What follows belongs to an exercise in optimizing a design on an open flow for small area, a short achievable clock period and few clock cycles; a production flow would make more cautious choices.
The RTL was checked by simulation tests, not by an equivalence proof against the original design.
Power figures rest on the tool's default switching activity, not on a simulated workload.

the reference run:
// circle
module circle(
     input  logic       clk,
     input  logic       rst_n,
     input  logic [2:0] colour,
     input  logic [7:0] centre_x,
     input  logic [6:0] centre_y,
     input  logic [7:0] radius,
     input  logic       start,
     output logic       done,
     output logic [7:0] vga_x,
     output logic [6:0] vga_y,
     output logic [2:0] vga_colour,
     output logic       vga_plot
     );
Size: roughly 49 I/O pins, roughly 6800 um2 of cells after synthesis.
==> module circle, before the edit <==
module circle(
     input  logic       clk,
     input  logic       rst_n,
     input  logic [2:0] colour,
     input  logic [7:0] centre_x,
     input  logic [6:0] centre_y,
     input  logic [7:0] radius,
     input  logic       start,
     output logic       done,
     output logic [7:0] vga_x,
     output logic [6:0] vga_y,
     output logic [2:0] vga_colour,
     output logic       vga_plot
     );
     logic              busy;
     logic              prime;    
     logic [7:0]        ox, oy;
     logic signed [9:0] c;        
     logic signed [8:0] e;        
     logic [7:0]        rem;      
     logic [7:0]        cxr;      
     logic [6:0]        cyr;
     wire signed [9:0] cx = {2'b00, cxr};
     wire signed [9:0] cy = {3'b000, cyr};
     wire signed [9:0] sx = {2'b00, ox};
     wire signed [9:0] sy = {2'b00, oy};
     wire signed [9:0] xa = cx + sx;    
     wire signed [9:0] xb = cx - sx;    
     wire signed [9:0] xc = cx + sy;    
     wire signed [9:0] xd = cx - sy;    
     wire signed [9:0] ya = cy + sy;    
     wire signed [9:0] yb = cy - sy;    
     wire signed [9:0] yc = cy + sx;    
     wire signed [9:0] yd = cy - sx;    
     wire       dec = !c[9];             
     wire       dx  = dec & !prime;
     wire       dy  = !prime;
     function automatic le(input logic [9:0] a, input logic [9:0] b);
          logic r;
          r = 1'b1;
          for (int i = 0; i < 10; i++)
               if (i == 9) r = (a[i] & !b[i]) | (r & !(!a[i] & b[i]));
               else        r = (!a[i] & b[i]) | (r & !(a[i] & !b[i]));
          le = r;
     endfunction
     wire vxa = dx ? le(xa, 10'd160) : le(xa, 10'd159);
     wire vxb = dx ? (le(-10'd1, xb) && le(xb, 10'd158)) : (!xb[9] && le(xb, 10'd159));
     wire vxc = dy ? le(xc, 10'd158) : le(xc, 10'd159);
     wire vxd = dy ? (le(10'd1, xd) && le(xd, 10'd160)) : (!xd[9] && le(xd, 10'd159));
     wire vya = dy ? le(ya, 10'd118) : le(ya, 10'd119);
     wire vyb = dy ? (le(10'd1, yb) && le(yb, 10'd120)) : (!yb[9] && le(yb, 10'd119));
     wire vyc = dx ? le(yc, 10'd120) : le(yc, 10'd119);
     wire vyd = dx ? (le(-10'd1, yd) && le(yd, 10'd118)) : (!yd[9] && le(yd, 10'd119));
     wire signed [8:0] e_n = prime ? e : e + (dec ? 9'sd2 : 9'sd1);
     wire       dg  = (e_n == 9'sd0);       
     wire       fin = !e_n[8] && !dg;       
     wire [7:0] vis = { vxc & vyd, vxa & vyb, vxd & vyd, vxb & vyb,
                        vxd & vyc, vxb & vya, vxc & vyc, vxa & vya };
     wire [7:0] dup = ({8{prime}} & 8'b1101_1000) | ({8{dg}} & 8'b1010_1010);
     wire [7:0] vis_n = vis & ~dup;
     wire [7:0] sel = rem & (~rem + 8'd1);
     wire       adv = (rem & (rem - 8'd1)) == 8'd0;
     logic [7:0] px;
     logic [6:0] py;
     always_comb begin
          px = 8'd0;
          py = 7'd0;
          if (sel[0] | sel[6]) px = px | xa[7:0];
          if (sel[2] | sel[4]) px = px | xb[7:0];
          if (sel[1] | sel[7]) px = px | xc[7:0];
          if (sel[3] | sel[5]) px = px | xd[7:0];
          if (sel[0] | sel[2]) py = py | ya[6:0];
          if (sel[4] | sel[6]) py = py | yb[6:0];
          if (sel[1] | sel[3]) py = py | yc[6:0];
          if (sel[5] | sel[7]) py = py | yd[6:0];
     end
     wire [9:0] cinc = dec ? ({e, 1'b0} + 10'sd5) : ({1'b0, oy, 1'b0} + 10'sd3);
     always_ff @(posedge clk) begin
          cxr        <= centre_x;
          cyr        <= centre_y;
          vga_colour <= colour;
          vga_x      <= px;
          vga_y      <= py;
          rem        <= !busy ? 8'd0 : adv ? vis_n : rem & ~sel;
          if (!rst_n) begin
               busy     <= 1'b0;
               done     <= 1'b0;
               vga_plot <= 1'b0;
          end else begin
               vga_plot <= busy & (|rem);
               if (busy) begin
                    if (adv) begin
                         prime <= 1'b0;
                         if (!prime) begin
                              oy <= oy + 8'd1;
                              if (dec) ox <= ox - 8'd1;
                              c  <= c + cinc;
                              e  <= e_n;
                         end
                         if (fin) begin
                              busy <= 1'b0;
                              done <= 1'b1;
                         end
                    end
               end else if (done) begin
                    if (!start) done <= 1'b0;
               end else if (start) begin
                    busy  <= 1'b1;
                    prime <= 1'b1;
                    ox    <= radius;
                    oy    <= 8'd0;
                    c     <= 10'd0 - {2'b00, radius};
                    e     <= 9'd0 - {1'b0, radius};
               end
          end
     end
endmodule
clock: 5.0 ns
lec_check: 0
cap_margin: 20
core_margin: 2
core_utilization: 40
setup_slack_margin: 2.5
slew_margin: 20
run.sh (not shown) runs the stock make flow with config.mk's settings and CLKGATE_MAP_FILE= SYNTH_SCRIPT=/design/flow/synth_recipe.tcl, a recipe that flattens the netlist after the stock synthesis.
Looking at the reports, the reference run completed the entire flow and the layout it produced met the timing, DRC and antenna checks.
Testbench counts of the reference run, summed over its fixed seeds: cycles 121,943.
Here is what was changed in the inputs of the trial run compared with the reference run.
diff --git a/flow/design.v b/flow/design.v
--- a/flow/design.v
+++ b/flow/design.v
@@ -17,5 +17,5 @@
      logic [7:0]        ox, oy;
      logic signed [9:0] c;        
-     logic signed [8:0] e;        
+     logic [9:0]        e5;       
      logic [7:0]        rem;      
      logic [7:0]        cxr;      
@@ -52,13 +52,18 @@
      wire vyc = dx ? le(yc, 10'd120) : le(yc, 10'd119);
      wire vyd = dx ? (le(-10'd1, yd) && le(yd, 10'd118)) : (!yd[9] && le(yd, 10'd119));
-     wire signed [8:0] e_n = prime ? e : e + (dec ? 9'sd2 : 9'sd1);
-     wire       dg  = (e_n == 9'sd0);       
-     wire       fin = !e_n[8] && !dg;       
+     wire       em1 = (e5 == 10'd3);        
+     wire       em2 = (e5 == 10'd1);        
+     wire       eneg = e5[9] || e5 < 10'd5;   
+     wire       dg  = prime ? (e5 == 10'd5) : dec ? em2 : em1;
+     wire       fin = !prime && (dec ? (!eneg || em1) : !eneg);
      wire [7:0] vis = { vxc & vyd, vxa & vyb, vxd & vyd, vxb & vyb,
                         vxd & vyc, vxb & vya, vxc & vyc, vxa & vya };
      wire [7:0] dup = ({8{prime}} & 8'b1101_1000) | ({8{dg}} & 8'b1010_1010);
      wire [7:0] vis_n = vis & ~dup;
-     wire [7:0] sel = rem & (~rem + 8'd1);
-     wire       adv = (rem & (rem - 8'd1)) == 8'd0;
+     logic [7:0] sel;
+     always_comb
+          for (int i = 0; i < 8; i++)
+               sel[i] = rem[i] && (i == 0 || (rem & ((8'd1 << i) - 8'd1)) == 8'd0);
+     wire       adv = (rem & ~sel) == 8'd0;
      logic [7:0] px;
      logic [6:0] py;
@@ -75,5 +80,13 @@
           if (sel[5] | sel[7]) py = py | yd[6:0];
      end
-     wire [9:0] cinc = dec ? ({e, 1'b0} + 10'sd5) : ({1'b0, oy, 1'b0} + 10'sd3);
+     wire       stp  = busy & adv & !prime;         
+     wire       load = !busy & !done & start;
+     wire [7:0] oy1 = oy + 8'd1;
+     wire [9:0] c_d = c + e5;                   
+     wire [9:0] c_s = c + {1'b0, oy1, 1'b1};    
+     wire [7:0] ox_n = ox - {7'd0, stp & dec};
+     wire [7:0] oy_n = oy + {7'd0, stp};
+     wire [9:0] c_n  = !stp ? c : dec ? c_d : c_s;
+     wire [9:0] e_s  = e5 + {7'd0, stp & dec, stp & !dec, 1'b0};
      always_ff @(posedge clk) begin
           cxr        <= centre_x;
@@ -83,4 +96,8 @@
           vga_y      <= py;
           rem        <= !busy ? 8'd0 : adv ? vis_n : rem & ~sel;
+          ox         <= load ? radius : ox_n;
+          oy         <= load ? 8'd0 : oy_n;
+          c          <= load ? 10'd0 - {2'b00, radius} : c_n;
+          e5         <= load ? 10'd5 - {2'b00, radius, 1'b0} : e_s;
           if (!rst_n) begin
                busy     <= 1'b0;
@@ -92,10 +109,4 @@
                     if (adv) begin
                          prime <= 1'b0;
-                         if (!prime) begin
-                              oy <= oy + 8'd1;
-                              if (dec) ox <= ox - 8'd1;
-                              c  <= c + cinc;
-                              e  <= e_n;
-                         end
                          if (fin) begin
                               busy <= 1'b0;
@@ -108,8 +119,4 @@
                     busy  <= 1'b1;
                     prime <= 1'b1;
-                    ox    <= radius;
-                    oy    <= 8'd0;
-                    c     <= 10'd0 - {2'b00, radius};
-                    e     <= 9'd0 - {1'b0, radius};
                end
           end
--- outcome ---
Area: the trial run vs the reference run -> the trial run smaller
Worst ir drop on vdd of the trial run exceeds that of the reference run by a little under 10%.
The trial run vs. the reference run: reg2reg setup slack went up 0.27 ns; sequential share of power moved down.
Cell area power density: the reference run and the trial run compared, lower one is the reference run
Summary: post-route worst setup slack, the trial run better than the reference run
Re total count of max-transition violations in the final report: no difference whatsoever between the trial run and the reference run.
Looking at via count across both flows, the trial run is the weaker of the two, with the reference run ahead.
Compared with the reference run, the trial run shows final wirelength that has gone up by a few percent.
Testbench counts of the trial run, summed over its fixed seeds: cycles 121,943.

==> port drivers added, routing unchanged <==
Ports are ideal in the flow. The routed layouts listed here were re-timed in OpenROAD.
Step 1 sets driving cells, clkbuf_16 on the clock port and buf_2 on the other inputs (assumed; they add their load-dependent delay and slew).
Step 2 also shifts input and output timing later by t, the mid clock arrival at the registers, as if the neighbouring blocks saw the same clock.
Slacks: ideal / step 1 / step 2; pairs: ideal / step 1.
run | shift t [ns] | setup WS [ns] | latest minus earliest clock arrival (ns)
the reference run | 0.399 | 2.227 / 2.227 / 2.205 | 0.015 / 0.015
the trial run | 0.398 | 2.500 / 2.500 / 2.223 | 0.015 / 0.015
After both steps setup and hold are still met in every run listed. For the trial run, which loses most, drivers alone change the setup slack by 0.000 ns; drivers and shift together by -0.277 ns.
